This is an optimization exercise on Yosys and OpenROAD, whose aim is small area and a short achievable clock period, not a production implementation. Function was checked by simulation only, so behaviour that the tests miss may differ from the original. Power and IR drop assume default switching activity.

==> design.v <==
module processor( input         clk, reset,
                  output [31:0] PC,
                  input  [31:0] instruction,
                  output        WE,
                  output [31:0] address_to_mem,
                  output [31:0] data_to_mem,
                  input  [31:0] data_from_mem
                );
    wire beq, blt, jal, jalr, reg_write, mem_to_reg, mem_write, alu_src;
    wire [2:0] imm_control;
    wire [2:0] alu_control;
    wire [31:0] wd3, rs1, rs2;
    wire [31:0] imm;
    wire [31:0] src_a, src_b;
    assign src_a = rs1;
    wire [31:0] alu_out;
    wire alu_zero, alu_lt;
    wire [31:0] branch_sum_data, branch_target;
    assign address_to_mem = alu_out;
    assign data_to_mem = rs2;
    assign WE = mem_write;
    wire [31:0] pc_in, pc_plus_4, jalx_mux_out;
    wire jalx;
    assign jalx = jal || jalr;
    wire branch_outcome;
    assign branch_outcome = (alu_lt && blt) || (beq && alu_zero) || jalx;
    control_unit control_unit(instruction, beq, blt, jal, jalr, reg_write, mem_to_reg, mem_write, alu_src, imm_control, alu_control);
    registers registers(reg_write, clk, reset, instruction[19:15], instruction[24:20], instruction[11:7], wd3, rs1, rs2);
    imm_decode imm_decoder (instruction [31:7], imm_control, imm );
    mux alu_mux(rs2, imm, alu_src, src_b);
    alu alu(src_a, src_b, alu_control, alu_out, alu_zero, alu_lt);
    register pc_reg(pc_in, clk, reset, PC);
    sum pc_inc(PC, 4, pc_plus_4);
    sum branch_sum(imm, PC, branch_sum_data);
    mux branch_target_mux(branch_sum_data, alu_out, jalr, branch_target);
    mux jalx_mux(alu_out, pc_plus_4, jalx, jalx_mux_out);
    mux reg_write_mux(jalx_mux_out, data_from_mem, mem_to_reg, wd3);
    mux pc_next_mux(pc_plus_4, branch_target, branch_outcome, pc_in);
endmodule
module register(input [31:0] in, input clk, input reset, output [31:0] out);
    reg [31:0] data;
    assign out = data;
    always @(posedge clk) begin
        data = in;
        if (reset) data = 0;
    end
endmodule
module sum (input [31:0] a, b, output [31:0] res);
    assign res = a + b;
endmodule
module mux (input [31:0] a, b, input select, output reg [31:0] out);
    always @(*) begin
        if (!select) out = a;
        else out = b;
    end
endmodule
module alu (input [31:0] a, b, input [2:0] alu_control, output reg [31:0] out, output reg zero, output reg lt);
    localparam [2:0] ALU_ADD = 0;
    localparam [2:0] ALU_SUB = 1;
    localparam [2:0] ALU_AND = 2;
    localparam [2:0] ALU_SRL = 3;
    localparam [2:0] ALU_LOG = 4;
    reg [7:0] exp;
    always @(*) begin
        exp = a[30:23];
        out = 0;
        case (alu_control)
            ALU_ADD: out = a + b;
            ALU_SUB: out = a - b;
            ALU_AND: out = a & b;
            ALU_SRL: out = a >> b;
            ALU_LOG: begin
                out = exp - 127;
            end
        endcase
        zero = (out == 0);
        lt = out[31];
    end
endmodule
module imm_decode ( input [31:7] instruction, input [2:0] imm_control, output reg [31:0] imm );
    localparam [2:0] IMM_I = 1;
    localparam [2:0] IMM_S = 2;
    localparam [2:0] IMM_B = 3;
    localparam [2:0] IMM_U = 4;
    localparam [2:0] IMM_J = 5;
    always @(*) begin
        imm[31:0] = {32{1'b0}};
        case (imm_control)
            IMM_I: imm = {{20{instruction[31]}}, instruction[31:20]};
            IMM_S: imm = {{20{instruction[31]}}, instruction[31:25], instruction[11:7]};
            IMM_B: imm = {{19{instruction[31]}}, instruction[31], instruction[7], instruction[30:25], instruction[11:8], 1'b0};
            IMM_U: imm[31:12] = instruction[31:12];
            IMM_J: imm = {{11{instruction[31]}}, instruction[31], instruction[19:12], instruction[20], instruction[30:21], 1'b0};
        endcase
    end
endmodule
module registers ( input we3, clk, reset, input [4:0] a1, a2, a3, input [31:0] wd3, output [31:0] rd1, rd2);
    reg [31:0] data [31:0];
    assign rd1 = data[a1];
    assign rd2 = data[a2];
    integer i;
    always @(posedge clk) begin
        data[0] <= 0;
        if (we3 && a3 != 0) data[a3] = wd3;
        if (reset) begin
            for (i = 0; i < 32; i = i + 1) begin
               data[i] <= 0;
            end
        end
    end
endmodule
module control_unit ( input [31:0] instruction,
                      output reg beq, blt, jal, jalr, reg_write, mem_to_reg, mem_write, alu_src,
                      output reg [2:0] imm_control,
                      output reg [2:0] alu_control);
    localparam [2:0] ALU_ADD = 0;
    localparam [2:0] ALU_SUB = 1;
    localparam [2:0] ALU_AND = 2;
    localparam [2:0] ALU_SRL = 3;
    localparam [2:0] ALU_LOG = 4;
    localparam [2:0] IMM_OFF = 0;
    localparam [2:0] IMM_I = 1;
    localparam [2:0] IMM_S = 2;
    localparam [2:0] IMM_B = 3;
    localparam [2:0] IMM_U = 4;
    localparam [2:0] IMM_J = 5;
    always @(*) begin
        beq = 0;
        blt = 0;
        jal = 0;
        jalr = 0;
        reg_write = 0;
        mem_to_reg = 0;
        mem_write = 0;
        alu_src = 0;
        imm_control = IMM_OFF;
        alu_control = ALU_ADD;
        case (instruction[6:0])
            7'b0110011: begin  
                reg_write = 1;
                if (instruction[14:12] == 3'b111) alu_control = ALU_AND;
                else if (instruction[14:12] == 3'b101) alu_control = ALU_SRL;
                else if (instruction[31:25] == 7'b0000000) alu_control = ALU_ADD;
                else if (instruction[31:25] == 7'b0100000) alu_control = ALU_SUB;
            end
            7'b0010011: begin  
                reg_write = 1;
                alu_src = 1;
                imm_control = IMM_I;
            end
            7'b1100011: begin  
                alu_control = ALU_SUB;
                imm_control = IMM_B;
                if (instruction[14:12] == 3'b000) beq = 1;
                else blt = 1;
            end
            7'b0000011: begin  
                reg_write = 1;
                mem_to_reg = 1;
                alu_src = 1;
                imm_control = IMM_I;
            end
            7'b0100011: begin  
                mem_write = 1;
                alu_src = 1;
                imm_control = IMM_S;
            end
            7'b0110111: begin  
                reg_write = 1;
                alu_src = 1;
                imm_control = IMM_U;
            end
            7'b1101111: begin  
                jal = 1;
                reg_write = 1;
                imm_control = IMM_J;
            end
            7'b1100111: begin  
                jalr = 1;
                reg_write = 1;
                alu_src = 1;
                imm_control = IMM_I;
            end
            7'b0001011: begin  
                reg_write = 1;
                alu_control = ALU_LOG;
                alu_src = 1;
                imm_control = IMM_I;
            end
        endcase
    end
endmodule
==> run.sh <==
#!/bin/bash
# synth_recipe.tcl (not shown) runs the flow's synth.tcl, then flattens the netlist and writes it again
# the make line also repeats each setting of config.mk as NAME=value (left out here)
make -C /OpenROAD-flow-scripts/flow DESIGN_CONFIG=/design/flow/config.mk WORK_HOME=/design/flow/orfs CLKGATE_MAP_FILE= SYNTH_SCRIPT=/design/flow/synth_recipe.tcl finish
==> config.mk <==
export PLATFORM = sky130hd
export DESIGN_NAME = processor
export DESIGN_NICKNAME = processor
export VERILOG_FILES = /design/flow/design.v
export SDC_FILE = /design/flow/constraint.sdc
export NUM_CORES = 4
export LEC_CHECK = 0
export CAP_MARGIN = 20
export CORE_MARGIN = 2
export CORE_UTILIZATION = 40
export SLEW_MARGIN = 20
==> constraint.sdc <==
create_clock -name core_clock -period 11.0 [get_ports {clk}]
set_input_delay 2.2000 -clock core_clock [delete_from_list [all_inputs] [get_ports {clk}]]
set_output_delay 2.2000 -clock core_clock [all_outputs]
set_load 0.01 [all_outputs]
==> notes.md <==
-- power by group --
part | internal (mW) | switching [mW] | total (mW)
clock | 2.20 | 1.69 | 3.88
sequential | 4.19 | 0.0459 | 4.24
combinational | 1.06 | 2.19 | 3.26
-- registers in the layout, indices dropped and copies added, names as in the netlist --
signal,cells
pc_reg.data,32
registers.data,1024
-- synth_stat cells, types with 17 or more instances --
cell      count  area [µm²]
nand3_1     154         771
xnor2_1      57         499
nand2b_1     17         106
o31ai_1      23         173
edfxtp_1    512       15400
mux2_2       37         417
a211oi_1    515        3870
buf_4        19         143
nor2b_1      31         194
dfxtp_1     544       10900
mux2_4       24         360
a21oi_1     137         686
a22o_1       19         166
a31oi_1      17         106
inv_1        48         180
nand2_1     309        1160
buf_2        99         495
mux4_2      290        6530
mux2i_1     513        5130
o22ai_1      26         163
a21o_1       35         263
nor2_1     1173        4400
or2_2        25         156
nor3_1       88         440
buf_6        27         304
buf_1        26        97.6
nand4_1      45         282
and2_1       24         150
o21ai_0     149         746
ha_1         68         851
o211ai_1     24         180
clkbuf_1    422        1580
a22oi_1     239        1790
xor2_1       58         508
and3_1       25         156
-- stage by stage --
| stage | total power [mW] | hold slack [ps] | setup TNS (ps) | std cells | setup slack, ps |
|---|---|---|---|---|---|
| 2_1_floorplan | 5.86 | 484 | 0 | 6138 | 200 |
| 3_3_place_gp | 7.41 | 493 | -1610 | 8323 | -460 |
| 3_5_place_dp | 7.42 | 504 | -913 | 8324 | -270 |
| 4_1_cts | 11.2 | 511 | 0 | 8533 | 3.45 |
| 5_1_grt | 11.6 | 529 | 0 | 8537 | 20.0 |
| 6_report | 11.4 | 510 | 0 | 8539 | 188 |
-- area by class of cell --
cell class              count  area (µm²)
well taps                2044        2560
repair buffers            748        6380
flip-flops and latches   1056       26300
inverters                  53         199
fillers                 14300       81300
diodes                      2        5.00
clock inverters            50         514
clock buffers             158        3170
multi-input cells        4428       33400
-- timing repair --
item / CTS / global route
gates resized for setup: 10 / 18
setup buffers: 1 / 2
endpoints found under the setup margin: 5 / 9
pin swaps: 3 / 5
-- how the worst min path moves through the flow --
| stage | to | slack (ps) |
|---|---|---|
| 2_1_floorplan | registers.data[18][14]$_SDFFE_PP0P_ | 480 |
| 3_3_place_gp | registers.data[26][5]$_SDFFE_PP0P_ | 490 |
| 3_5_place_dp | registers.data[27][12]$_SDFFE_PP0P_ | 500 |
| 4_1_cts | registers.data[27][12]$_SDFFE_PP0P_ | 510 |
| 5_1_grt | registers.data[19][26]$_SDFFE_PP0P_ | 530 |
| 6_report | registers.data[22][30]$_SDFFE_PP0P_ | 510 |
-- cell families (layout without fill, tap and decap cells) --
logic type,Yosys count,in the layout
AO/OA/AOI/OAI,1349,1349
XOR/XNOR,115,115
adder cells (fa/ha/maj),70,70
buffers and inverters,654,1009
flip-flops,1056,1056
multiplexers,865,865
other,1,34
AND/OR/NAND/NOR,1997,1997
-- layer usage --
| metal | GRT usage (%) | vias to the layer above | routed length, µm |
|---|---|---|---|
| li1 | - | 23500 | - |
| met1 | 43.2 | 27500 | 103000 |
| met2 | 54.1 | 3931 | 126000 |
| met3 | 7.93 | 1000 | 32000 |
| met4 | 24.8 | 12 | 23500 |
| met5 | 0 | - | 91 |
-- worst max-delay path, stage by stage --
cell and delay (ps):
clkdlybuf4s50_1 410, buf_4 170, buf_4 190, nor2_4 440, nand3_1 390, nand4_1 330, o21a_4 170, inv_2 30
buf_4 240, o21ai_0 300, inv_1 70, ha_1 270, nor2b_1 170, o2111ai_1 160, and3_1 240, o31ai_1 410
a211oi_2 150, o31ai_1 370, buf_4 210, o21ai_2 90, o2111ai_2 270, a211oi_2 120, xnor2_1 160, nand2_1 90
and3_1 210, inv_1 140, clkdlybuf4s50_1 560
==> notes.md <==
fmax=0.0925 GHz; Compound-Gate Fraction of Synth Area=15.6%; Seq cells post-synth=1056; Sink Count=1056; Final Hold Fails=0; minimum clock period=10810 ps; Post-synth ARST share=0%; status=timing/DRC/antenna clean; core area=154000 µm²; Layout area overhead=17.1%; max_cap viols=0; critical path required time=8800 ps; antenna viol nets, final=0; Clock Latency Late Sink=750 ps; crit-path max FO=33; period utilisation layout=98.3%; Reg2Reg Depth=34; Pins Over Slew Limit=0; total track usage=35.0%; Initial Util=40.2%; R2R setup slack=3180 ps; RD Place Congestion=1.06; dpl hpwl=190000 µm; hold_buf cts=0; initial antenna violation count=9; drt wl/cell=33.3 µm; Die Area=158000 µm²; reg2reg start=registers.data[14][1]$_SDFFCE_PN0P_; maximum VDD drop=0.150 mV; Avg Cell Area, Syn=10.1 µm²; main combinational cell family by area after synthesis=multiplexers; largest net degree at the start of global routing=100; Syn Inst Count=6107; post-synthesis adder-cell area fraction=1.44%; io pins=163; clock skew=45.0 ps; fin area=72500 µm²; clock root buffer=clkbuf_16; vias after detailed routing=56000; crit path to=address_to_mem[31]; Post-Place Cell Area=68700 µm²; Synth Area in XOR/XNOR=1.63%; Vias/cell=6.55; EDFF count, synth=512; first-pass GRT wire length=397000 µm; WS Path Type=input port to output port; reg-to-reg endpoint=pc_reg.data[5]$_SDFF_PP0_; Hold Path Depth=2; htree depth=3; Die Wd=397 µm; Clock Path Buffers=3; Least-Margin Pin Slew=1230 ps; row count=144; Worst Hold Launch=registers.data[22][30]$_SDFFE_PP0P_; RSZ-0062 raised after global routing=no; vias in the first global route=53200; DIE HEIGHT=397 µm; Critical Path AT=8610 ps; DRC Markers=0; Iteration-0 DRC Markers=7837; Worst setup SP type=input port; Final #Nets=6534; TritonCTS Buffers=111; crit path launch=instruction[24]; Leak=26.9 nW; Post-Synth Simple-Gate Area=14.0%; Worst slew margin=18.1%; post-synthesis mux area share=20.1%; CTS tree=built; nature of the critical path endpoint=output port; drt first pass iters=6; Clock Pin Slew Worst Setup and Hold Paths=60 ps; Yosys warning count=6; share of cells above drive strength 1=20.0%; pwr dens=157 nW/µm²; synth unique cells=107; Final setup viols=0; PortBufs=162; final wirelength=284000 µm; Seq/Total Area, Yosys=42.4%; Cell Area, Synth=61900 µm²; Final Util=47.1%; Hold Path Class=flop to flop; Remaining Overflow, GRT=0; ys flop type=dfxtp_1; most frequent cells in the layout=nor2_1 (1151), buf_4 (557), dfxtp_1 (544); most common cell after layout, fill and taps aside=nor2_1

-- re-timing with driven ports --
In the flow no input, the clock included, has a driving cell. The finished layout below was timed again as built, in two steps. Step 1 sets driving cells, clkbuf_16 on the clock port and buf_2 on the other inputs (assumed; they add their load-dependent delay and slew). Step 2 also shifts input and output timing later by t, the mid clock arrival at the registers, as if the neighbouring blocks saw the same clock. Three values: ideal, step 1, step 2; two values: the first two.
shift t [ns]: 0.810
setup slack, ns: 0.188 / 0.126 / 0.126
worst setup path at the end: input to output
slew at the worst register clock pin (ns): 0.07 / 0.07
After both steps setup and hold are still met in this run. The setup slack of this run moves by -0.062 ns with the drivers and by -0.062 ns with both steps.
